Background: an optimization exercise with open tools, aiming at small area. Do not read the settings as production practice.
The RTL was checked by simulation tests, not by an equivalence proof against the original design.
Power figures rest on the tool's default switching activity, not on a simulated workload.

[flow/design.v]
module b14 (clock, reset, addr, datai, datao, rd, wr);
input         clock;
input         reset;
output [31:0] addr;
input  [31:0] datai;
output [31:0] datao;
output        rd;
output        wr;
reg  [31:0] datao;
reg         rd;
reg         wr;
reg  [31:0] reg0, reg1, reg2, reg3;    
reg  [3:0]  vld;
reg         swp;                       
reg         B;
reg  [1:0]  d;
reg         state;                     
reg  [11:0] irf;                       
reg  [19:0] ea;                        
reg  [19:0] addr_lo;
reg         addr_hi;                   
assign addr = {{12{addr_hi}}, addr_lo};
wire fetch = ~state;
wire exec  = state;
wire        neg = datai[31];
wire [31:0] lo_nz;                     
assign lo_nz[0] = 1'b0;
genvar gi;
generate for (gi = 0; gi < 31; gi = gi + 1) begin : g_nz
  assign lo_nz[gi+1] = lo_nz[gi] | datai[gi];
end endgenerate
wire [11:0] absf;
generate for (gi = 19; gi < 31; gi = gi + 1) begin : g_abs
  assign absf[gi-19] = datai[gi] ^ (neg & lo_nz[gi]);
end endgenerate
wire [1:0]  mf_f = absf[9:8];          
wire [2:0]  xs   = {mf_f[1] & mf_f[0] & swp, mf_f[1] & mf_f[0] & ~swp, mf_f[1] & ~mf_f[0]}
                 & vld[3:1];
wire [19:0] xoff = ({20{xs[0]}} & reg1[19:0]) | ({20{xs[1]}} & reg2[19:0])
                 | ({20{xs[2]}} & reg3[19:0]);
wire [19:0] ea_n;
wire        ea_co;
rca #(20) u_ea (.a(datai[19:0] ^ {20{neg}}), .b(xoff), .ci(neg), .s(ea_n), .co(ea_co));
wire [1:0]  s    = irf[11:10];
wire [1:0]  mf   = irf[9:8];
wire [2:0]  df   = irf[7:5];
wire        cf   = irf[4];
wire [3:0]  ff   = irf[3:0];
wire [1:0]  rsel = s | {2{fetch}};
wire [1:0]  psel = {rsel[1], rsel[0] ^ (rsel[1] & swp)};
wire [3:0]  rs   = {psel == 2'd3, psel == 2'd2, psel == 2'd1, psel == 2'd0} & vld & {4{~reset}};
wire [31:0] r    = ({32{rs[0]}} & reg0) | ({32{rs[1]}} & reg1)
                 | ({32{rs[2]}} & reg2) | ({32{rs[3]}} & reg3);
wire [31:0] m = (mf == 2'd0) ? {12'd0, ea} : datai;
wire alu_w   = ~cf & (df != 3'd7);            
wire st      = ~cf & (df == 3'd7);            
wire ff12    = (ff == 4'd12);
wire alu     = exec & alu_w;
wire cmpop   = exec & cf;
wire f_neg   = alu & (ff == 4'd0);
wire f_mov   = alu & (ff[3:2] == 2'b00) & (ff[1:0] != 2'b00);    
wire f_arith = alu & ((ff[3:2] == 2'b01) | (ff[3:2] == 2'b10));  
wire f_sub   = ff[3] ? ff[0] : ff[1];
wire f_shr   = alu & ff12 & ~mf[1];
wire f_shl   = alu & ff12 & mf[1];
wire adj     = cmpop & (ff[2:1] == 2'b11);    
wire        sx29   = r[31] & (|r[28:0]);     
wire [31:0] r29    = {{3{sx29}}, r[28:0]};    
wire [31:0] radj   = {r[31], r[30] & ~(adj & ~r[31]), r[29:0]};
wire        sel_r  = exec & ~(f_neg | f_mov | f_shr | f_shl);
wire [31:0] a = ({32{sel_r}} & radj)
              | ({32{fetch}} & r29)
              | ({32{f_shr}} & {r[31], r[31:1]})
              | ({32{f_shl}} & {r29[30:0], 1'b0});
wire        use_m  = exec & ~(f_shr | f_shl);
wire        inv_b  = cmpop | f_neg | (f_arith & f_sub);
wire [31:0] b      = (({32{use_m}} & m) ^ {32{inv_b}}) | {28'd0, fetch, 3'd0};
wire        cin    = inv_b | (f_shr & r[31] & r[0]);
wire [31:0] sum;
wire        c32;
add_ci #(32, 12) u_add (.a(a), .b(b), .ci(cin), .s(sum), .co(c32));
wire lt  = a[31] ^ b[31] ^ c32;
wire eq  = (sum == 32'd0);
wire cmp = (ff[2:1] == 2'b01) ? eq : (ff[2:1] == 2'b10) ? (lt | eq) : lt;
wire b_cmp = (cmp ^ ff[0]) | (ff[3] & B);
wire        sx30  = sum[31] & (|sum[29:0]);
wire        sx29t = sum[31] & (|sum[28:0]);
wire        t29   = f_shr & mf[0] & B;        
wire [31:0] w;
assign w[28:0]  = sum[28:0];
assign w[29]    = t29 ? sx29t : sum[29];
assign w[31:30] = t29 ? {2{sx29t}} : f_arith ? {2{sx30}} : sum[31:30];
reg [1:0] dn;
always @* begin
  dn = d;
  if (alu) begin
    case (df)
      3'd4: if (B)  dn = 2'd3;
      3'd5: if (~B) dn = 2'd3;
      3'd6: ;
      default: dn = df[1:0];
    endcase
  end
end
wire wr_d = alu & ~(ff == 4'd1) & ~(ff[3:2] == 2'b11 & ff[1:0] != 2'b00);
wire mv23 = alu & (ff == 4'd1);
wire [1:0] ldst = fetch ? 2'd3 : mv23 ? 2'd2 : dn;
wire [1:0] pdst = {ldst[1], ldst[0] ^ (ldst[1] & swp)};
wire       wany = wr_d | mv23 | fetch;
wire we0 = wany & (pdst == 2'd0);
wire we1 = wany & (pdst == 2'd1);
wire we2 = wany & (pdst == 2'd2);
wire we3 = wany & (pdst == 2'd3);
wire memop = cf | (alu_w & ~(ff[3:2] == 2'b11));
wire ld    = memop & (mf != 2'd0);
always @(posedge clock) begin
  if (we0) reg0 <= w;
  if (we1) reg1 <= w;
  if (we2) reg2 <= w;
  if (we3) reg3 <= w;
  irf <= absf;
  ea  <= ea_n;
  if (reset | (exec & st)) datao <= r;
end
always @(posedge clock) begin
  if (reset) begin
    vld <= 4'd0;
    swp <= 1'b0;
    B <= 1'b0; d <= 2'd0; state <= 1'b0;
    addr_lo <= 20'd0; addr_hi <= 1'b0;
    rd <= 1'b0; wr <= 1'b0;
  end else begin
    state <= ~state;
    d <= dn;
    if (we0) vld[0] <= 1'b1;
    if (we1) vld[1] <= 1'b1;
    if (we2) vld[2] <= 1'b1;
    if (we3) vld[3] <= 1'b1;
    if (mv23) swp <= ~swp;
    if (cmpop) B <= b_cmp;
    else if (f_shl & mf[0]) B <= 1'b0;
    if (fetch) begin
      addr_lo <= r[19:0];
      addr_hi <= r[31] & (|r[19:0]);
    end else if (ld | st) begin
      addr_lo <= ea;
      addr_hi <= 1'b0;
    end
    rd <= fetch | (exec & ld);
    wr <= exec & st;
  end
end
endmodule
module rca #(parameter W = 32) (a, b, ci, s, co);
input  [W-1:0] a, b;
input          ci;
output [W-1:0] s;
output         co;
wire [W:0] c;
assign c[0] = ci;
genvar i;
generate for (i = 0; i < W; i = i + 1) begin : g
  assign s[i]   = a[i] ^ b[i] ^ c[i];
  assign c[i+1] = (a[i] & b[i]) | (a[i] & c[i]) | (b[i] & c[i]);
end endgenerate
assign co = c[W];
endmodule
module add_ci #(parameter W = 32, parameter K = 12) (a, b, ci, s, co);
input  [W-1:0] a, b;
input          ci;
output [W-1:0] s;
output         co;
wire         c_lo, c_hi;
wire [K-1:0] s_hi;
rca #(W-K) u_lo (.a(a[W-K-1:0]), .b(b[W-K-1:0]), .ci(ci), .s(s[W-K-1:0]), .co(c_lo));
rca #(K) u_hi (.a(a[W-1:W-K]), .b(b[W-1:W-K]), .ci(1'b0), .s(s_hi), .co(c_hi));
wire [K:0] p;                           
assign p[0] = 1'b1;
genvar i;
generate for (i = 0; i < K; i = i + 1) begin : g
  assign p[i+1]     = p[i] & s_hi[i];
  assign s[W-K+i]   = s_hi[i] ^ (c_lo & p[i]);
end endgenerate
assign co = c_hi | (c_lo & p[K]);
endmodule
[flow/flow/run.sh]
#!/bin/bash
# The standard layout (standard.sh), with two changes to what it inserts:
#  - port buffers are buf_1 instead of the default delay cells;
#  - a smaller clock tree: clkbuf_4 only, sinks clustered 10 at a time, no dummy loads.
set -euo pipefail
bash standard.sh \
  BUFFER_PORTS_ARGS="-buffer_cell sky130_fd_sc_hd__buf_1" \
  CTS_ARGS="-sink_clustering_enable -repair_clock_nets -buf_list sky130_fd_sc_hd__clkbuf_4 -sink_clustering_size 10 -sink_clustering_max_diameter 50 -dont_use_dummy_load" \
  finish > flow_make.log 2>&1
[flow/standard.sh]
#!/bin/bash
# synth_recipe.tcl (not shown) runs the flow's synth.tcl, then flattens the netlist and writes it again
# the make line also repeats each setting of config.mk as NAME=value (left out here)
make -C /OpenROAD-flow-scripts/flow DESIGN_CONFIG=/design/flow/config.mk WORK_HOME=/design/flow/orfs CLKGATE_MAP_FILE= SYNTH_SCRIPT=/design/flow/synth_recipe.tcl "${@:-finish}"
[flow/config.mk]
export PLATFORM = sky130hd
export DESIGN_NAME = b14
export DESIGN_NICKNAME = b14
export VERILOG_FILES = /design/flow/design.v
export SDC_FILE = /design/flow/constraint.sdc
export NUM_CORES = 4
export LEC_CHECK = 0
export CAP_MARGIN = 20
export CORE_MARGIN = 2
export CORE_UTILIZATION = 40
export SLEW_MARGIN = 20
[flow/constraint.sdc]
create_clock -name core_clock -period 11.0 [get_ports {clock}]
set_input_delay 2.2000 -clock core_clock [delete_from_list [all_inputs] [get_ports {clock}]]
set_output_delay 2.2000 -clock core_clock [all_outputs]
set_load 0.01 [all_outputs]
==> qor.yml, run 1 <==
status: "finished with violations"
so.violations: "setup timing"
p_sw_frac: 0.325
tightest_slew_ns: 1.08
fin_crit_sh: 1.05
worstHoldPathType: "reg2reg"
via_per_inst: 5.61
dp_slack_ns: -1.54
vdd_drop_max_v: 0.0000754
drv_slew: 0
clkSinkCount: 224
areaGrowthSynthToFinish_pct: 17.3
pwr-share-clk: 0.187
coreArea_um2: 30300
p_seq_frac: 0.542
grt_use_met1: 0.323
start_util: 0.404
dp.final_hpwl_mm: 27.3
num_rows: 64
ys_types: 85
dr.first_iter.drc_count: 1070
grt_use_met2: 0.357
crit_required_ns: 11.43
p_leak_nw: 5.46
fp.dieW_um: 179
syn_inst: 1136
p_per_area_nw_per_um2: 142
first_global_vias: 9161
ant_nets: 0
fillerInstances: 2764
slew_headroom: 0.279
cts_tree: "done"
worst_slack_ns: -0.572
max_stage_delay_ns: 0.40
synth_seq_cells: 224
clock.fmax_mhz: 86.4
drc: 0
dieArea_um2: 32000
r2r_cells: 36
switchingPower_w: 0.000663
antenna_found_initial: 3
cts_buffer_depth: 3
min_period_ns: 11.57
syn_nets: 1224
critical_path_class: "in2reg"
hold_slack_ns: 0.456
grt_pass1_wl_mm: 55.6
worst-path-buf-inv: 5
hold_viol_final: 0
maxCapViolations: 0
cts-buffers-inserted: 29
crit_start: "reset"
synth_ff_type: "edfxtp_1"
vias: 9660
async_reset_ff_frac: 0
p_int_w: 0.00138
drt-total-wl_mm: 37.0
crit_family: "adder cells"
multiInputGateArea_um2: 5830
syn_area_um2: 12300
grt_usage: 0.231
wl_per_cell_um: 21.5
cp.depth: 37
clkSlewWorstSetupHoldPaths_ns: 0.10
nets: 1416
io_pins: 100
grt-busiest-layer: "met2"
synth_edf_count: 160
min_path_cells: 2
path_max_fanout: 4
worst_setup_path_end_kind: "flip-flop"
clockRootBuffer: "clkbuf_4"
insertion_delay_ns: 0.71
yosysWarningCount: 1
reg2reg_from: "irf[10]"
pwr-share-comb: 0.271
ctsHtreeMaxLevel: 1
grt_setup_unrepaired: "true"
min-delay-start: "addr_lo[7]"
setup_violations: 14
grt_max_degree: 42
register_area_um2: 6090
gp_congestion: 0.911
cp.arrival_ns: 12.00
ys_seq_area_frac: 0.497
cp_common_cell: "fa_2"
avgSynthCellArea_um2: 10.8
overflow: 0
die_h_um: 179
firstDrtPassIters: 8
use_met3: 0.0511
port_buffers: 99
cp_slowest_cell: "a2111oi_4"
drive_gt1_frac: 0.210
critPathLaunchType: "input pin"
clock_skew_ns: 0.0918
[power by group through the flow]
stage          Sequential [W]  Combinational (W)  Clock (W)
2_1_floorplan         0.00111           0.000318          0
3_3_place_gp          0.00112           0.000526          0
3_5_place_dp          0.00112           0.000533          0
4_1_cts               0.00110           0.000540   0.000396
5_1_grt               0.00112           0.000604   0.000425
6_report              0.00111           0.000554   0.000381
[Yosys cell counts (3+ instances only)]
library cell	number	area (µm²)
mux2i_1	3	30.0
o211ai_1	8	60.1
buf_4	16	120
buf_6	8	90.1
nand3_1	36	180
buf_1	4	15.0
and3_1	7	43.8
nor3_1	12	60.1
xnor2_1	33	289
nor2b_1	7	43.8
buf_2	10	50.1
o31ai_1	3	22.5
dfxtp_1	64	1280
nor2_1	49	184
a22oi_1	8	60.1
a221oi_2	6	90.1
o22a_1	3	26.3
nor3b_2	3	37.5
edfxtp_1	160	4800
nand2b_1	10	62.6
o21a_1	3	22.5
nor4_2	3	37.5
nand4_1	11	68.8
a21oi_1	81	405
inv_1	51	191
o21ai_0	49	245
and2_1	8	50.1
o21ai_1	7	35.0
a22o_1	10	87.6
a31oi_1	7	43.8
a221oi_1	8	70.1
clkbuf_1	48	180
xor2_1	47	412
nand3b_1	10	75.1
ha_1	5	62.6
nand2_1	173	649
o22ai_1	19	119
a222oi_1	26	260
fa_1	49	981
a221o_1	5	50.1
nor4_1	14	87.6
[registers in the layout (all words and copies together) (netlist names), 2 cells and up]
| register | count |
|---|---|
| addr_lo | 20 |
| d | 2 |
| datao | 32 |
| ea | 20 |
| irf | 12 |
| reg0 | 32 |
| reg1 | 32 |
| reg2 | 32 |
| reg3 | 32 |
| vld | 4 |
[metal layers]
metal,vias up,part of all wire
li1,4500,-
met1,4655,0.43
met2,428,0.44
met3,73,0.089
met4,4,0.034
met5,-,0.00049
[cells by family (layout without fill, tap and decap cells)]
family | after synthesis | count (layout) | share of synthesized area
other cells | 0 | 1 | 0
fa+ha+maj | 54 | 54 | 0.0852
mux | 3 | 3 | 0.00245
buf+inv | 138 | 328 | 0.0531
simple gates | 359 | 359 | 0.143
compound gates | 278 | 278 | 0.163
xor+xnor | 80 | 80 | 0.0572
flops | 224 | 224 | 0.497
[layout by cell type, fill, tap and decap left out, drive strengths merged, types with 33 or more instances in the layout]
| master | synthesis | layout |
|---|---|---|
| nand2 | 173 | 173 |
| a21oi | 82 | 82 |
| nand3 | 36 | 36 |
| buf | 38 | 246 |
| nor2 | 49 | 49 |
| xor2 | 47 | 47 |
| inv | 52 | 52 |
| fa | 49 | 49 |
| xnor2 | 33 | 33 |
| edfxtp | 160 | 160 |
| dfxtp | 64 | 64 |
| o21ai | 57 | 57 |
[worst paths after layout]
check               endpoint  slack (ns)
setup / recovery    reg3[31]       -0.57
hold / removal    addr_lo[7]        0.46
setup reg to reg    reg3[31]        0.27
hold reg to reg   addr_lo[7]        0.46
[worst register-to-register path: cells and delay by family (launching register included)]
kind | cells | cell delay [ns]
buffers and inverters | 5 | 0.78
adder cells (fa/ha/maj) | 21 | 7.12
AND/OR/NAND/NOR | 3 | 0.39
flip-flops | 1 | 0.42
XOR/XNOR | 1 | 0.19
AO/OA/AOI/OAI | 6 | 1.61
[timing repair]
action                                  in CTS  in global routing
pin swaps                                   11                  7
cloned                                       0                  0
endpoints found under the setup margin      14                 16
hold buffers                                 0                  0
endpoints found under the hold margin        0                  0
setup buffers                                5                  2
resized for setup                           11                 17
[cell type report]
type	count	area share
diodes	1	0.000174
clock buffers	29	0.0152
inverters	52	0.0136
multi-input cells	774	0.405
flip-flops and latches	224	0.424
well taps	396	0.0345
repair buffers	247	0.108
[per-stage QoR]
step | cell area (µm²) | TNS (ns) | total power [W] | utilization | std cells
4_1_cts | 14300 | -4.85 | 0.00204 | 0.470 | 1720
2_1_floorplan | 12400 | -18.25 | 0.00143 | - | 1136
3_3_place_gp | 13900 | -26.58 | 0.00165 | 0.459 | 1685
6_report | 14400 | -5.53 | 0.00204 | 0.473 | 1723
3_5_place_dp | 13900 | -33.43 | 0.00166 | 0.460 | 1686
5_1_grt | 14400 | -8.79 | 0.00214 | 0.473 | 1723
==> inputs of run 2 (changes only) <==
--- a/flow/design.v
+++ b/flow/design.v
@@ -48,7 +48,7 @@
 wire [3:0]  ff   = irf[3:0];
 wire [1:0]  rsel = s | {2{fetch}};
 wire [1:0]  psel = {rsel[1], rsel[0] ^ (rsel[1] & swp)};
-wire [3:0]  rs   = {psel == 2'd3, psel == 2'd2, psel == 2'd1, psel == 2'd0} & vld & {4{~reset}};
+wire [3:0]  rs   = {psel == 2'd3, psel == 2'd2, psel == 2'd1, psel == 2'd0} & vld;
 wire [31:0] r    = ({32{rs[0]}} & reg0) | ({32{rs[1]}} & reg1)
                  | ({32{rs[2]}} & reg2) | ({32{rs[3]}} & reg3);
 wire [31:0] m = (mf == 2'd0) ? {12'd0, ea} : datai;
@@ -78,7 +78,7 @@
 wire        cin    = inv_b | (f_shr & r[31] & r[0]);
 wire [31:0] sum;
 wire        c32;
-add_ci #(32, 12) u_add (.a(a), .b(b), .ci(cin), .s(sum), .co(c32));
+add_ci #(32, 14) u_add (.a(a), .b(b), .ci(cin), .s(sum), .co(c32));
 wire lt  = a[31] ^ b[31] ^ c32;
 wire eq  = (sum == 32'd0);
 wire cmp = (ff[2:1] == 2'b01) ? eq : (ff[2:1] == 2'b10) ? (lt | eq) : lt;
@@ -120,7 +120,6 @@
   if (we3) reg3 <= w;
   irf <= absf;
   ea  <= ea_n;
-  if (reset | (exec & st)) datao <= r;
 end
 always @(posedge clock) begin
   if (reset) begin
@@ -129,6 +128,7 @@
     B <= 1'b0; d <= 2'd0; state <= 1'b0;
     addr_lo <= 20'd0; addr_hi <= 1'b0;
     rd <= 1'b0; wr <= 1'b0;
+    datao <= 32'd0;
   end else begin
     state <= ~state;
     d <= dn;
@@ -146,6 +146,7 @@
       addr_lo <= ea;
       addr_hi <= 1'b0;
     end
+    if (exec & st) datao <= r;
     rd <= fetch | (exec & ld);
     wr <= exec & st;
   end
==> run 2 against run 1 <==
Effect of this change: sequential share of layout area up 0.24 points; the run now finishes clean; synthesized area down 3.9%; flip-flop and latch count unchanged; combinational power up 14%; largest power group unchanged; largest cell class is now multi-input combinational cells; global-route usage down 1.3 points; cell count down 5.5%; register-to-register slack better by 0.10 ns.
==> qor.yml, run 2 <==
status: "complete, no violations"
synth_seq_cells: 224  # unchanged
synth_edf_count: 128  # -20%
pwr-share-clk: 0.175  # -0.012
async_reset_ff_frac: 0  # unchanged
final_area_um2: 13500  # -5.8%
ctsHtreeMaxLevel: 1  # unchanged
overflow: 0  # unchanged
cts-buffers-inserted: 27  # -6.9%
yosysTopAreaCell: "edfxtp_1"
setup_violations: 0  # -14
clockRootBuffer: "clkbuf_4"
dieArea_um2: 30800  # -3.8%
cp.arrival_ns: 11.34  # -0.66 ns
fp.dieW_um: 176  # -1.9%
cts_tree: "done"
tns_ns: 0  # +5.53 ns
grt_setup_unrepaired: "false"
crit_family: "adder cells"
grt_pass1_wl_mm: 51.9  # -6.6%
io_pins: 100  # unchanged
worst_slack_ns: 0.224  # +0.795 ns
ys_seq_area_frac: 0.490  # -0.00725
final_cell_mix: "153 x nand2_1, 128 x edfxtp_1, 111 x buf_4, 96 x buf_1, 95 x dfxtp_1"
worst_setup_path_end_kind: "flip-flop"
clkSinkCount: 224  # unchanged
cp_common_cell: "fa_1"
netlist.area_leader.share: 0.326  # -0.0658
syn_nets: 1174  # -4.1%
dp.cells: 1598  # -5.2%
maxCapViolations: 0  # unchanged
grt_max_degree: 66  # +57%
critical_path_class: "in2reg"
max_stage_delay_ns: 0.42  # +0.02 ns
min_period_ns: 10.78  # -0.795 ns
ys_top_cells_by_count: "153 x nand2_1, 128 x edfxtp_1, 96 x dfxtp_1"
wl_per_cell_um: 20.7  # -3.8%
firstDrtPassIters: 5  # -3
start_util: 0.408  # +0.00447
hold_viol_final: 0  # unchanged
fin_crit_sh: 0.980  # -0.0723
cts_buffer_depth: 3  # unchanged
via_per_inst: 5.59  # -0.21%
clock.fmax_mhz: 92.8  # +7.4%
p_int_w: 0.00141  # +2.2%
worstHoldPathType: "reg2reg"
dp.final_hpwl_mm: 24.4  # -10%
ant_nets: 0  # unchanged
num_rows: 62  # -3.1%
pwr-share-comb: 0.301  # +0.030
path_max_fanout: 2  # -2
dr.first_iter.drc_count: 751  # -30%
vias: 9108  # -5.7%
p_sw_frac: 0.327  # +0.00167
fin_cells: 1628  # -5.5%
nets: 1333  # -5.9%
dp_slack_ns: -0.773  # +0.767 ns
syn_area_um2: 11800  # -3.9%
synth_area_leaders: "edfxtp_1 33%, dfxtp_1 16%, fa_1 8.3%"
p_per_area_nw_per_um2: 154  # +8.8%
vdd_drop_max_v: 0.0000654  # -13%
yosysWarningCount: 1  # unchanged
final_common_cell: "nand2_1"
synth.most_common_cell: "nand2_1"
ys_types: 69  # -19%
grt_usage: 0.218  # -0.0129
clock_skew_ns: 0.0361  # -0.0557 ns
drv_slew: 0  # unchanged
tightest_slew_ns: 1.06  # -0.0181 ns
gp_congestion: 0.963  # +5.7%
avgSynthCellArea_um2: 10.8  # +0.57%
worst-path-buf-inv: 2  # -3
p_leak_nw: 5.06  # -7.4%
slew_headroom: 0.291  # +0.0120
postCtsHoldBufs: 0  # unchanged
die_h_um: 176  # -1.9%
fillerInstances: 2696  # -2.5%
first_global_vias: 8786  # -4.1%
coreArea_um2: 28900  # -4.9%
port_buffers: 99  # unchanged
drc: 0  # unchanged
critPathLaunchType: "input pin"
areaGrowthSynthToFinish_pct: 14.9
synth_ff_type: "edfxtp_1"
crit_required_ns: 11.56  # +0.13 ns
p_seq_frac: 0.524  # -0.018
antenna_found_initial: 1  # -2
postPlaceCellArea_um2: 13200  # -5.1%
clkSlewWorstSetupHoldPaths_ns: 0.11  # about the same
drt-total-wl_mm: 33.7  # -9.1%
switchingPower_w: 0.000683  # +3.0%
cp_slowest_cell: "fa_1"
drive_gt1_frac: 0.177  # -0.0327
syn_inst: 1086  # -4.4%
insertion_delay_ns: 0.68  # -0.03 ns
## run 2: repair_timing
item                                    CTS  global route
pin swaps                                 1            17
endpoints found under the setup margin    1            11
gates resized for setup                   1            16
buffers inserted                          0             1
## run 2: per-layer routing
metal / track usage / share of wire
met2: 0.325 / 0.43
met4: 0.0647 / 0.027
met1: 0.331 / 0.46
met3: 0.0299 / 0.084
met5: 0 / 0
## run 2: logic make-up after synthesis
kind of cell	count (synthesis)	share of synthesized area
muxes	44	0.0395
adders and majority gates	54	0.0886
AOI/OAI and AO/OA	261	0.158
DFF	224	0.490
buffers and inverters	94	0.0358
and+or+nand+nor	327	0.127
xor gates and xnor gates	82	0.0610
## run 2: final cells by class
cell class              instances  area [µm²]  area share
inverters                      11        41.3     0.00305
repair buffers                213        1250      0.0926
clock buffers                  27         203      0.0150
diodes                          1        2.50    0.000185
multi-input cells             768        5790       0.428
flip-flops and latches        224        5770       0.426
well taps                     384         480      0.0355
## run 2: worst register-to-register path, delay by kind of cell, from the launching register on
family                     cells  cell delay (ns)
AOI/OAI and AO/OA              7             1.81
DFF                            1             0.48
adders and majority gates     19             6.77
xor gates and xnor gates       2             0.25
and+or+nand+nor                3             0.91
buffers and inverters          3             0.29
## run 2: stage by stage
step	hold WS (ns)	util	total power (W)
after floorplan	0.432	-	0.00148
after global placement	0.450	0.459	0.00171
after detailed placement	0.460	0.459	0.00172
after CTS	0.484	0.466	0.00209
after global routing	0.521	0.469	0.00220
final	0.476	0.469	0.00209
## run 2: power groups by stage
stage               clock, W  sequential [W]  combinational (W)
finish              0.000365         0.00110           0.000630
CTS                 0.000380         0.00110           0.000612
global placement           0         0.00111           0.000601
detailed placement         0         0.00111           0.000607
global route        0.000409         0.00111           0.000684
floorplan                  0         0.00111           0.000376
## run 2: final timing paths
path                                 from  slack, ns  endpoint  cells past startpoint
worst min-delay path               vld[0]       0.48    vld[0]                      2
worst max-delay path            datai[17]       0.22    ea[19]                     30
worst min register to register     vld[0]       0.48    vld[0]                      2
worst max register to register      state       0.37         B                     34
==> inputs of run 3 (changes only) <==
==> flow/flow/run.sh (replaced) <==
#!/bin/bash
# The standard layout (standard.sh), with two changes to what it inserts:
#  - port buffers are buf_1 instead of the default delay cells;
#  - a smaller clock tree: clkbuf_4 only, sinks clustered 10 at a time, no dummy loads.
set -euo pipefail
bash standard.sh \
  BUFFER_PORTS_ARGS="-buffer_cell sky130_fd_sc_hd__buf_1" \
  CTS_ARGS="-sink_clustering_enable -repair_clock_nets -buf_list sky130_fd_sc_hd__clkbuf_4 -sink_clustering_size 8 -sink_clustering_max_diameter 40 -dont_use_dummy_load" \
  finish > flow_make.log 2>&1
--- a/flow/config.mk
+++ b/flow/config.mk
@@ -8,4 +8,5 @@
 export CAP_MARGIN = 20
 export CORE_MARGIN = 2
 export CORE_UTILIZATION = 40
+export GPL_TIMING_DRIVEN = 0
 export SLEW_MARGIN = 20
==> run 3 against run 2 <==
Effect of this change: core utilization rose by 0.13 points; clock skew up 0.072 ns; sequential power hardly changed; clock power up about 20%; synthesized cell count did not move; first-iteration DRC count up 17%; die area is the same; synthesized area unchanged.
==> qor.yml, run 3 <==
status: "complete, no violations"
cp.arrival_ns: 11.15  # -0.19 ns
critical_path_class: "in2reg"
avgSynthCellArea_um2: 10.8  # unchanged
dp.cells: 1578  # -1.3%
dieArea_um2: 30800  # unchanged
ys_seq_area_frac: 0.490  # unchanged
wl_per_cell_um: 22.6  # +9.2%
yosysTopAreaCell: "edfxtp_1"
critPathLaunchType: "input pin"
cts-buffers-inserted: 38  # +41%
synth.most_common_cell: "nand2_1"
synth_edf_count: 128  # unchanged
r2r_end: "reg3[30]"
areaGrowthSynthToFinish_pct: 15.3
num_rows: 62  # unchanged
drt-total-wl_mm: 36.8  # +9.4%
min-delay-start: "vld[0]"
nets: 1335  # +0.15%
syn_inst: 1086  # unchanged
port_buffers: 95  # -4.0%
firstDrtPassIters: 5  # unchanged
via_per_inst: 5.81  # +3.8%
reg2reg_slack_ns: 0.30  # -0.07 ns
ant_nets: 0  # unchanged
yosysWarningCount: 1  # unchanged
grt_usage: 0.239  # +0.0203
clock.fmax_mhz: 92.6  # -0.26%
maxCapViolations: 0  # unchanged
cp_common_cell: "fa_2"
hold_viol_final: 0  # unchanged
dp.final_hpwl_mm: 28.1  # +15%
vdd_drop_max_v: 0.0000443  # -32%
crit_required_ns: 11.35  # -0.21 ns
crit_path_end: "reg3[30]"
clockRootBuffer: "clkbuf_4"
cts_buffer_depth: 3  # unchanged
fin_crit_sh: 0.982  # +0.00259
grt_pass1_wl_mm: 55.8  # +7.5%
ys_types: 69  # unchanged
ys_top_cells_by_count: "153 x nand2_1, 128 x edfxtp_1, 96 x dfxtp_1"
path_max_fanout: 5  # +3
cp.depth: 32  # +6.7%
vias: 9468  # +4.0%
io_pins: 100  # unchanged
reg2reg_from: "swp"
worst_slack_ns: 0.195  # -0.0285 ns
fillerInstances: 2728  # +1.2%
netlist.area_leader.share: 0.326  # unchanged
p_leak_nw: 4.95  # -2.3%
drive_gt1_frac: 0.160  # -0.0172
synth_area_leaders: "edfxtp_1 33%, dfxtp_1 16%, fa_1 8.3%"
worst_setup_path_end_kind: "flip-flop"
final_cell_mix: "153 x nand2_1, 128 x edfxtp_1, 99 x buf_1, 92 x dfxtp_1, 78 x nor2_1"
async_reset_ff_frac: 0  # unchanged
worstHoldPathType: "reg2reg"
syn_nets: 1174  # unchanged
dr.first_iter.drc_count: 875  # +17%
grt_max_degree: 20  # -70%
syn_area_um2: 11800  # unchanged
r2r_cells: 35  # +2.9%
slew_headroom: 0.190  # -0.102
first_global_vias: 9175  # +4.4%
fp.dieW_um: 176  # unchanged
grt_setup_unrepaired: "false"
max_stage_delay_ns: 0.46  # +0.04 ns
fin_cells: 1630  # +0.12%
insertion_delay_ns: 0.67  # about the same
die_h_um: 176  # unchanged
dp_slack_ns: -1.44  # -0.663 ns
tightest_slew_ns: 1.22  # +0.153 ns
synth_seq_cells: 224  # unchanged
gp_congestion: 0.929  # -3.5%
cts_tree: "done"
antenna_found_initial: 1  # unchanged
cp_slowest_cell: "or4_4"
clock_skew_ns: 0.108  # +0.0723 ns
clkSlewWorstSetupHoldPaths_ns: 0.08  # -0.03 ns
drv_slew: 0  # unchanged
p_per_area_nw_per_um2: 160  # +3.3%
worst-path-buf-inv: 3  # +1
synth_ff_type: "edfxtp_1"
clkSinkCount: 224  # unchanged
overflow: 0  # unchanged
crit_start: "datai[0]"
min_period_ns: 10.80  # +0.0285 ns
final_common_cell: "nand2_1"
coreArea_um2: 28900  # unchanged
start_util: 0.408  # unchanged
drc: 0  # unchanged
setup_violations: 0  # unchanged
ctsHtreeMaxLevel: 2  # +1
crit_family: "adder cells"
==> run 3: worst min-delay path by stage <==
| stage | end | depth (start not counted) |
|---|---|---|
| after floorplan | vld[0] | 2 |
| after global placement | vld[0] | 2 |
| after detailed placement | vld[0] | 2 |
| after CTS | vld[0] | 2 |
| after global routing | vld[0] | 2 |
| final | vld[0] | 2 |
==> run 3: tightest hold or removal path, cell delays in order, from the launching register on <==
cell     delay, ns
dfxtp_1       0.32
nor2_1        0.05
nor2_1        0.07
==> run 3: through the flow <==
step	cell area [µm²]	hold WS, ns	total power (W)	TNS (ns)	utilization
6_report	13600	0.476	0.00217	0	0.470
5_1_grt	13600	0.513	0.00227	0	0.470
4_1_cts	13400	0.477	0.00216	0	0.466
3_5_place_dp	12900	0.460	0.00169	-21.57	0.447
3_3_place_gp	12700	0.453	0.00168	-33.82	0.439
2_1_floorplan	11800	0.432	0.00148	0	-
==> run 3: area by class of cell <==
class	instances	area [µm²]	area share
Antenna cell	1	2.50	0.000184
Buffer	77	408	0.0300
Clock buffer	38	285	0.0210
Inverter	11	41.3	0.00304
Multi-Input combinational cell	768	5920	0.436
Sequential cell	224	5770	0.425
Tap cell	384	480	0.0354
Timing Repair Buffer	127	664	0.0489
==> run 3: what timing repair did <==
item	in CTS	in global routing
hold buffers	0	0
buffers inserted	9	3
cloned	0	0
resized for setup	53	24
pin swaps	18	15
setup endpoints to repair	23	14
==> run 3: cells by family after synthesis <==
family / share of synthesized area
muxes: 0.0395
buffers and inverters: 0.0358
and+or+nand+nor: 0.127
DFF: 0.490
AOI/OAI and AO/OA: 0.158
xor gates and xnor gates: 0.0610
adders and majority gates: 0.0886
==> run 3: power by group <==
part           switching [W]  internal (W)  leakage (nW)
logic               0.000394      0.000235          2.77
clock network       0.000278      0.000159         0.175
registers          0.0000531       0.00105          2.00
total               0.000726       0.00144          4.95
==> run 3: layer usage <==
metal  share of wire  vias to the layer above  wire, µm  track usage
met2            0.45                      456     16700        0.375
met1            0.43                     4645     15800        0.329
met4           0.035                        0      1310       0.0971
met3           0.083                       84      3040       0.0413
li1                -                     4283         -            -
met5               0                        -         0            0
==> inputs of run 4 (changes only) <==
==> flow/flow/run.sh (replaced) <==
#!/bin/bash
# The standard layout (standard.sh) with these changes:
#  - synthesis maps logic with an area-oriented ABC script (flow/area.abc);
#    registers, flattening and renaming are as in the standard flow's synthesis;
#  - port buffers are buf_1 instead of the default delay cells;
#  - a smaller clock tree: clkbuf_4 only, sinks clustered 10 at a time,
#    no dummy loads.
set -euo pipefail
W=$PWD
export FLOW_WORK=$W
export AREA_ABC_SCRIPT=$W/flow/area.abc
bash standard.sh \
  SYNTH_SCRIPT=$W/flow/area_synth.tcl \
  BUFFER_PORTS_ARGS="-buffer_cell sky130_fd_sc_hd__buf_1" \
  CTS_ARGS="-sink_clustering_enable -repair_clock_nets -buf_list sky130_fd_sc_hd__clkbuf_4 -sink_clustering_size 10 -sink_clustering_max_diameter 50 -dont_use_dummy_load" \
  finish > flow_make.log 2>&1
==> flow/flow/area.abc (new file) <==
strash
dc2
&get -n
&deepsyn -T 30
&put
dch -f
amap
topo
==> flow/flow/area_synth.tcl (new file) <==
# The standard flow's synthesis (synth_recipe.tcl in the run's folder), with one change:
# ABC maps the logic with the area-oriented script flow/area.abc.
proc abc {args} {
  set i [lsearch -exact $args -script]
  if {$i >= 0} {
    set args [lreplace $args [expr {$i + 1}] [expr {$i + 1}] $::env(AREA_ABC_SCRIPT)]
  }
  yosys abc {*}$args
}
source $::env(FLOW_WORK)/synth_recipe.tcl
--- a/flow/config.mk
+++ b/flow/config.mk
@@ -8,5 +8,4 @@
 export CAP_MARGIN = 20
 export CORE_MARGIN = 2
 export CORE_UTILIZATION = 40
-export GPL_TIMING_DRIVEN = 0
 export SLEW_MARGIN = 20
==> run 4 against run 3 <==
Effect of this change: the layout now fails its checks (setup timing); final area is 0.83% higher; non-clock buffer count is 101 higher; global-route usage is 1.1 points higher; sequential power hardly changed; critical endpoint is now ea[19]; sequential share of layout area is 0.35 points lower; first-iteration DRC count is 17% higher; combinational power is 7.2% lower; maximum frequency is 11% lower; register-to-register slack worse by 1.2 ns; via count is 1.8% lower; total power is 5.5% lower; cell count is 1.2% lower.
==> qor.yml, run 4 <==
status: "finished with violations"
so.violations: "setup timing"
syn_inst: 952  # -12%
antenna_found_initial: 1  # unchanged
p_per_area_nw_per_um2: 150  # -6.3%
vdd_drop_max_v: 0.0000743  # +68%
dp.final_hpwl_mm: 24.5  # -13%
ys_top_cells_by_count: "134 x clkinv_1, 128 x edfxtp_1, 96 x dfxtp_1"
r2r_cells: 41  # +17%
gp_congestion: 0.909  # -2.1%
vias: 9295  # -1.8%
dr.first_iter.drc_count: 1023  # +17%
fillerInstances: 2423  # -11%
synth_edf_count: 128  # unchanged
dieArea_um2: 28000  # -9.2%
clkSinkCount: 224  # unchanged
cp_common_cell: "fa_2"
p_leak_nw: 4.95  # +0.12%
maxCapViolations: 0  # unchanged
r2r_end: "B"
cts_buffer_depth: 3  # unchanged
cts_tree: "done"
cp_slowest_cell: "fa_2"
ant_nets: 0  # unchanged
num_rows: 59  # -4.8%
clockRootBuffer: "clkbuf_4"
netlist.area_leader.share: 0.360  # +0.0338
synth_seq_cells: 224  # unchanged
syn_area_um2: 10700  # -9.4%
grt_pass1_wl_mm: 53.4  # -4.3%
synth.most_common_cell: "clkinv_1"
min_period_ns: 12.17  # +1.36 ns
drc: 0  # unchanged
ctsHtreeMaxLevel: 1  # -1
fp.dieW_um: 167  # -4.7%
start_util: 0.408  # about the same
hold_viol_final: 0  # unchanged
tns_ns: -15.01  # -15.01 ns
slew_headroom: 0.337  # +0.148
worst_slack_ns: -1.17  # -1.36 ns
critPathLaunchType: "input pin"
cp.arrival_ns: 12.75  # +1.60 ns
yosysTopAreaCell: "edfxtp_1"
grt_setup_unrepaired: "true"
drive_gt1_frac: 0.281  # +0.121
async_reset_ff_frac: 0  # unchanged
clock.fmax_mhz: 82.2  # -11%
ys_types: 39  # -43%
drt-total-wl_mm: 35.3  # -4.1%
syn_nets: 1040  # -11%
final_common_cell: "buf_4"
clkSlewWorstSetupHoldPaths_ns: 0.10  # +0.02 ns
ys_seq_area_frac: 0.540  # +0.0507
die_h_um: 167  # -4.7%
io_pins: 100  # unchanged
synth_ff_type: "edfxtp_1"
grt_max_degree: 34  # +70%
via_per_inst: 5.77  # -0.67%
grt_usage: 0.249  # +0.0107
insertion_delay_ns: 0.73  # +0.06 ns
max_stage_delay_ns: 0.40  # -0.06 ns
overflow: 0  # unchanged
worstHoldPathType: "reg2reg"
clock_skew_ns: 0.0713  # -0.0371 ns
reg2reg_from: "irf[11]"
path_max_fanout: 3  # -2
min-delay-start: "datao[11]"
avgSynthCellArea_um2: 11.2  # +3.4%
first_global_vias: 9228  # +0.58%
min_path_cells: 2  # unchanged
crit_required_ns: 11.58  # +0.23 ns
reg2reg_slack_ns: -0.90  # -1.20 ns
cts-buffers-inserted: 30  # -21%
areaGrowthSynthToFinish_pct: 28.3
wl_per_cell_um: 21.9  # -3.0%
finalPower_w: 0.00205  # -5.5%
final_cell_mix: "203 x buf_4, 128 x edfxtp_1, 111 x clkinv_1, 94 x dfxtp_1, 90 x buf_1"
firstDrtPassIters: 17  # +12
synth_area_leaders: "edfxtp_1 36%, dfxtp_1 18%, fa_1 9.2%"
fin_crit_sh: 1.11  # +0.124
nets: 1365  # +2.2%
port_buffers: 99  # +4.2%
tightest_slew_ns: 0.985  # -0.230 ns
setup_violations: 17  # +17
drv_slew: 0  # unchanged
critical_path_class: "in2reg"
worst_setup_path_end_kind: "flip-flop"
yosysWarningCount: 1  # unchanged
coreArea_um2: 26100  # -9.4%
min_to: "datao[11]"
[run 4: worst max-delay path by stage]
stage / from / end / slack, ns / cells after the start
final: datai[10] / ea[19] / -1.17 / 52
after floorplan: datai[0] / B / -1.08 / 34
after global placement: datai[0] / B / -1.92 / 35
after detailed placement: datai[0] / B / -1.98 / 35
after CTS: datai[0] / reg1[30] / -1.03 / 33
after global routing: datai[10] / ea[19] / -1.53 / 52
[run 4: cell families after synthesis]
family | share of synthesized area
buf+inv | 0.0556
compound gates | 0.232
simple gates | 0.0740
fa+ha+maj | 0.0978
flops | 0.540
[run 4: routing by layer]
layer  up-vias  part of all wire  wire, µm  track usage
li1       4300                 -         -            -
met1      4544              0.42     14800        0.322
met2       369              0.49     17200        0.433
met3        82             0.065      2290       0.0392
met4         0             0.031      1090       0.0783
met5         -                 0         0            0
[run 4: area by class of cell]
cell class                 count  area [µm²]  share of cell area
sequential                   224        5770               0.422
multi-input combinational    582        4710               0.344
timing repair buffer         305        2000               0.146
inverter                     134         567              0.0414
tap                          335         419              0.0306
clock buffer                  30         225              0.0165
antenna                        1        2.50            0.000183
[run 4: stage by stage]
stage               instance area [µm²]  utilization  hold WS, ns  worst slack (ns)  instances
finish                            13700        0.524        0.463             -1.17       1611
CTS                               13500        0.515        0.466             -1.03       1598
detailed placement                13100        0.501        0.448             -1.98       1561
global route                      13700        0.524        0.475             -1.53       1611
global placement                  13100        0.501        0.446             -1.92       1561
floorplan                         10900            -        0.440             -1.08        952
[run 4: timing repair]
action / in CTS / in global routing
setup buffers: 7 / 12
gates resized for setup: 28 / 53
endpoints found under the setup margin: 17 / 19
hold buffers: 0 / 0
pin swaps: 20 / 24
[run 4: critical path, delay by kind of cell]
| family | cells | cell delay (ns) |
|---|---|---|
| compound gates | 12 | 1.88 |
| buf+inv | 9 | 0.69 |
| fa+ha+maj | 18 | 6.43 |
| simple gates | 13 | 1.54 |
[run 4: power by group]
| part | internal, W | switching, W |
|---|---|---|
| registers | 0.00103 | 0.0000441 |
| logic | 0.000241 | 0.000343 |
| clock network | 0.000124 | 0.000265 |
| total | 0.00140 | 0.000651 |
==> inputs of run 5 (changes only) <==
--- a/flow/design.v
+++ b/flow/design.v
@@ -48,7 +48,7 @@
 wire [3:0]  ff   = irf[3:0];
 wire [1:0]  rsel = s | {2{fetch}};
 wire [1:0]  psel = {rsel[1], rsel[0] ^ (rsel[1] & swp)};
-wire [3:0]  rs   = {psel == 2'd3, psel == 2'd2, psel == 2'd1, psel == 2'd0} & vld;
+wire [3:0]  rs   = {psel == 2'd3, psel == 2'd2, psel == 2'd1, psel == 2'd0} & vld & {4{~reset}};
 wire [31:0] r    = ({32{rs[0]}} & reg0) | ({32{rs[1]}} & reg1)
                  | ({32{rs[2]}} & reg2) | ({32{rs[3]}} & reg3);
 wire [31:0] m = (mf == 2'd0) ? {12'd0, ea} : datai;
@@ -78,7 +78,7 @@
 wire        cin    = inv_b | (f_shr & r[31] & r[0]);
 wire [31:0] sum;
 wire        c32;
-add_ci #(32, 14) u_add (.a(a), .b(b), .ci(cin), .s(sum), .co(c32));
+add_ci #(32, 12) u_add (.a(a), .b(b), .ci(cin), .s(sum), .co(c32));
 wire lt  = a[31] ^ b[31] ^ c32;
 wire eq  = (sum == 32'd0);
 wire cmp = (ff[2:1] == 2'b01) ? eq : (ff[2:1] == 2'b10) ? (lt | eq) : lt;
@@ -120,6 +120,7 @@
   if (we3) reg3 <= w;
   irf <= absf;
   ea  <= ea_n;
+  if (reset | (exec & st)) datao <= r;
 end
 always @(posedge clock) begin
   if (reset) begin
@@ -128,7 +129,6 @@
     B <= 1'b0; d <= 2'd0; state <= 1'b0;
     addr_lo <= 20'd0; addr_hi <= 1'b0;
     rd <= 1'b0; wr <= 1'b0;
-    datao <= 32'd0;
   end else begin
     state <= ~state;
     d <= dn;
@@ -146,7 +146,6 @@
       addr_lo <= ea;
       addr_hi <= 1'b0;
     end
-    if (exec & st) datao <= r;
     rd <= fetch | (exec & ld);
     wr <= exec & st;
   end
==> run 5 against run 4 <==
Effect of this change: still fails the layout checks on setup timing; largest cell class unchanged; die area down 0.39%; synthesized area fell by 0.40%; critical endpoint is now reg0[30]; synthesized cell count down 3.2%; critical path type unchanged.
==> qor.yml, run 5 <==
status: "finished with violations"
so.violations: "setup timing"
fp.dieW_um: 167  # -0.19%
switchingPower_w: 0.000582  # -11%
worst_setup_path_end_kind: "flip-flop"
drv_slew: 0  # unchanged
r2r_cells: 43  # +4.9%
vdd_drop_max_v: 0.0000919  # +24%
syn_area_um2: 10600  # -0.40%
dieArea_um2: 27900  # -0.39%
dp_slack_ns: -3.13  # -1.15 ns
hold_viol_final: 0  # unchanged
maxCapViolations: 0  # unchanged
clock_skew_ns: 0.0811  # +0.00989 ns
final_common_cell: "buf_4"
synth-simple-area-share: 0.0852  # +0.0112
synth_xor_area_frac: 0  # unchanged
dp.final_hpwl_mm: 23.6  # -3.8%
ys_seq_area_frac: 0.573  # +0.0323
slew_headroom: 0.294  # -0.0435
min_path_cells: 2  # unchanged
p_leak_nw: 4.93  # -0.39%
gp_congestion: 0.876  # -3.7%
firstDrtPassIters: 7  # -10
min-delay-start: "ea[0]"
async_reset_ff_frac: 0  # unchanged
reg2reg_from: "state"
min_period_ns: 13.24  # +1.07 ns
p_int_w: 0.00135  # -3.6%
grt_pass1_wl_mm: 50.3  # -5.7%
worst_slack_ns: -2.24  # -1.07 ns
coreArea_um2: 26100  # -0.28%
p_per_area_nw_per_um2: 142  # -5.4%
r2r_end: "reg0[30]"
crit_start: "reset"
critPathLaunchType: "input pin"
overflow: 0  # unchanged
yosysTopAreaCell: "edfxtp_1"
syn_nets: 1010  # -2.9%
antenna_found_initial: 1  # unchanged
ys_top_cells_by_count: "160 x edfxtp_1, 139 x o21ai_0, 101 x clkinv_1"
cp_common_cell: "fa_2"
critical_path_class: "in2reg"
clock.fmax_mhz: 75.5  # -8.1%
io_pins: 100  # unchanged
fin_crit_sh: 1.20  # +0.0973
p_seq_frac: 0.556  # +0.031
yosys.area_share.adder: 0.0982  # +0.000391
nets: 1343  # -1.6%
vias: 8959  # -3.6%
drive_gt1_frac: 0.275  # -0.00624
synth_seq_cells: 224  # unchanged
min_to: "addr_lo[0]"
clockRootBuffer: "clkbuf_4"
synth_ff_type: "edfxtp_1"
pwr-share-comb: 0.242  # -0.043
p_sw_frac: 0.302  # -0.0161
clkSinkCount: 224  # unchanged
synth_compound_area_frac: 0.200  # -0.0325
cts-buffers-inserted: 30  # unchanged
ant_nets: 0  # unchanged
drc: 0  # unchanged
pwr-share-clk: 0.202  # +0.012
start_util: 0.408  # -0.000476
num_rows: 59  # unchanged
grt_usage: 0.235  # -0.0141
cp_slowest_cell: "or4_1"
hold_slack_ns: 0.466  # +0.00265 ns
setup_violations: 33  # +16
syn_inst: 922  # -3.2%
first_global_vias: 8789  # -4.8%
worstHoldPathType: "reg2reg"
ys_types: 39  # unchanged
synth_area_leaders: "edfxtp_1 45%, dfxtp_1 12%, fa_1 9.2%"
areaGrowthSynthToFinish_pct: 28.2  # about the same
yosysWarningCount: 1  # unchanged
tightest_slew_ns: 1.05  # +0.0630 ns
reg2reg_slack_ns: -1.24  # -0.34 ns
max_stage_delay_ns: 0.48  # +0.08 ns
netlist.area_leader.share: 0.452  # +0.0918
cts_tree: "done"
final_cell_mix: "213 x buf_4, 160 x edfxtp_1, 131 x o21ai_0, 98 x buf_1, 90 x clkinv_1"
grt_max_degree: 34  # unchanged
avgSynthCellArea_um2: 11.5  # +2.8%
wl_per_cell_um: 21.1  # -3.8%
via_per_inst: 5.64  # -2.3%
ctsHtreeMaxLevel: 1  # unchanged
synth_edf_count: 160  # +25%
synth_mux_area_frac: 0  # unchanged
port_buffers: 99  # unchanged
dr.first_iter.drc_count: 838  # -18%
crit_required_ns: 11.43  # -0.15 ns
path_max_fanout: 4  # +1
synth.most_common_cell: "edfxtp_1"
cts_buffer_depth: 3  # unchanged
postCtsHoldBufs: 0  # unchanged
grt_setup_unrepaired: "true"
drt-total-wl_mm: 33.5  # -5.1%
clkSlewWorstSetupHoldPaths_ns: 0.11  # about the same
die_h_um: 167  # -0.19%
cp.arrival_ns: 13.67  # +0.92 ns
synth_top_family_by_area: "compound AO/OA/AOI/OAI gates"
insertion_delay_ns: 0.72  # about the same
-- run 5: changes by cell type in the layout (fill, tap and decap cells not counted), sizes merged, moves of 10 or more --
cell    before  now
dfxtp       96   64
o221ai       1   20
o22ai       77   13
o21ai       76  139
nand2       29   72
buf        303  313
clkinv     123   95
a21boi      30    0
edfxtp     128  160
a222oi      51   30
a22oi       27   39
-- run 5: logic make-up (layout without fill, tap and decap cells) --
family,Yosys count,in the layout
buffers and inverters,113,444
other,0,1
AOI/OAI and AO/OA,325,325
adders and majority gates,54,54
and+or+nand+nor,206,206
DFF,224,224
-- run 5: layer usage --
layer	share of wire	GRT usage
met5	0	0
met4	0.032	0.0746
met3	0.080	0.0342
met2	0.47	0.391
met1	0.42	0.320
-- run 5: worst max-delay path by stage --
stage                    end  slack [ns]  cells past startpoint
CTS                 reg0[31]       -2.24                     43
floorplan           reg0[31]       -2.66                     42
global route        reg0[30]       -2.58                     43
detailed placement  reg0[31]       -3.13                     43
global placement           B       -2.83                     47
finish              reg0[30]       -2.24                     43
-- run 5: critical path, delay by kind of cell --
family                   cells  cell delay, ns
AO/OA/AOI/OAI                7            1.25
adder cells (fa/ha/maj)     21            7.02
buffers and inverters        5            0.40
AND/OR/NAND/NOR             10            2.79
-- run 5: power by group through the flow --
stage	combinational [W]	clock, W	sequential [W]
after floorplan	0.000220	0	0.00109
after detailed placement	0.000439	0	0.00109
after global routing	0.000511	0.000429	0.00108
after global placement	0.000435	0	0.00109
final	0.000467	0.000389	0.00107
after CTS	0.000452	0.000401	0.00107
-- run 5: stage by stage --
stage / instances / utilization / area [µm²] / power (W) / setup TNS, ns
floorplan: 922 / - / 10900 / 0.00131 / -45.00
global placement: 1534 / 0.501 / 13100 / 0.00152 / -62.58
detailed placement: 1534 / 0.501 / 13100 / 0.00153 / -72.52
CTS: 1584 / 0.517 / 13500 / 0.00192 / -33.99
global route: 1589 / 0.523 / 13600 / 0.00202 / -46.07
finish: 1589 / 0.523 / 13600 / 0.00193 / -34.80
-- run 5: area by class of cell --
type,instances,area (µm²)
fill,2348,12400
sequential,224,6090
multi-input combinational,585,4500
timing repair buffer,313,1990
tap,335,419
inverter,101,392
clock buffer,30,225
antenna,1,2.50
-- run 5: repair_timing --
action                                  CTS  global route
gates resized for setup                  13            26
setup buffers                            20             4
endpoints found under the setup margin   34            39
pin swaps                                13            24

## re-timing with driven ports
The results above use ideal ports. As a check the final layouts listed here were re-extracted and re-timed, cells and wires unchanged. Step 1: set_driving_cell puts a clkbuf_16 on clock and a buf_2 on each other input, an assumption about the parent block. Step 2 also shifts input and output timing later by t, the mid clock arrival at the registers, as if the neighbouring blocks saw the same clock. a / b / c = ideal ports / drivers / drivers and shift; a / b = the first two.
| run | t (ns) | setup WS [ns] | hold slack, ns | worst slew at a driven data input, ns |
|---|---|---|---|---|
| run 1 | 0.709 | -0.572 / -0.581 / -1.290 | 0.456 / 0.456 / 0.456 | 0.06 |
| run 2 | 0.710 | 0.224 / 0.229 / -0.481 | 0.476 / 0.476 / 0.476 | 0.05 |
| run 3 | 0.661 | 0.195 / 0.207 / -0.454 | 0.476 / 0.476 / 0.476 | 0.07 |
| run 4 | 0.740 | -1.169 / -1.161 / -1.900 | 0.463 / 0.463 / 0.463 | 0.09 |
| run 5 | 0.713 | -2.239 / -2.242 / -2.955 | 0.466 / 0.466 / 0.466 | 0.05 |
Met with ideal ports but missed after step 2: setup timing in run 2 and run 3. The setup slack of run 4, which loses most, moves by +0.008 ns with the drivers and by -0.731 ns with both steps.
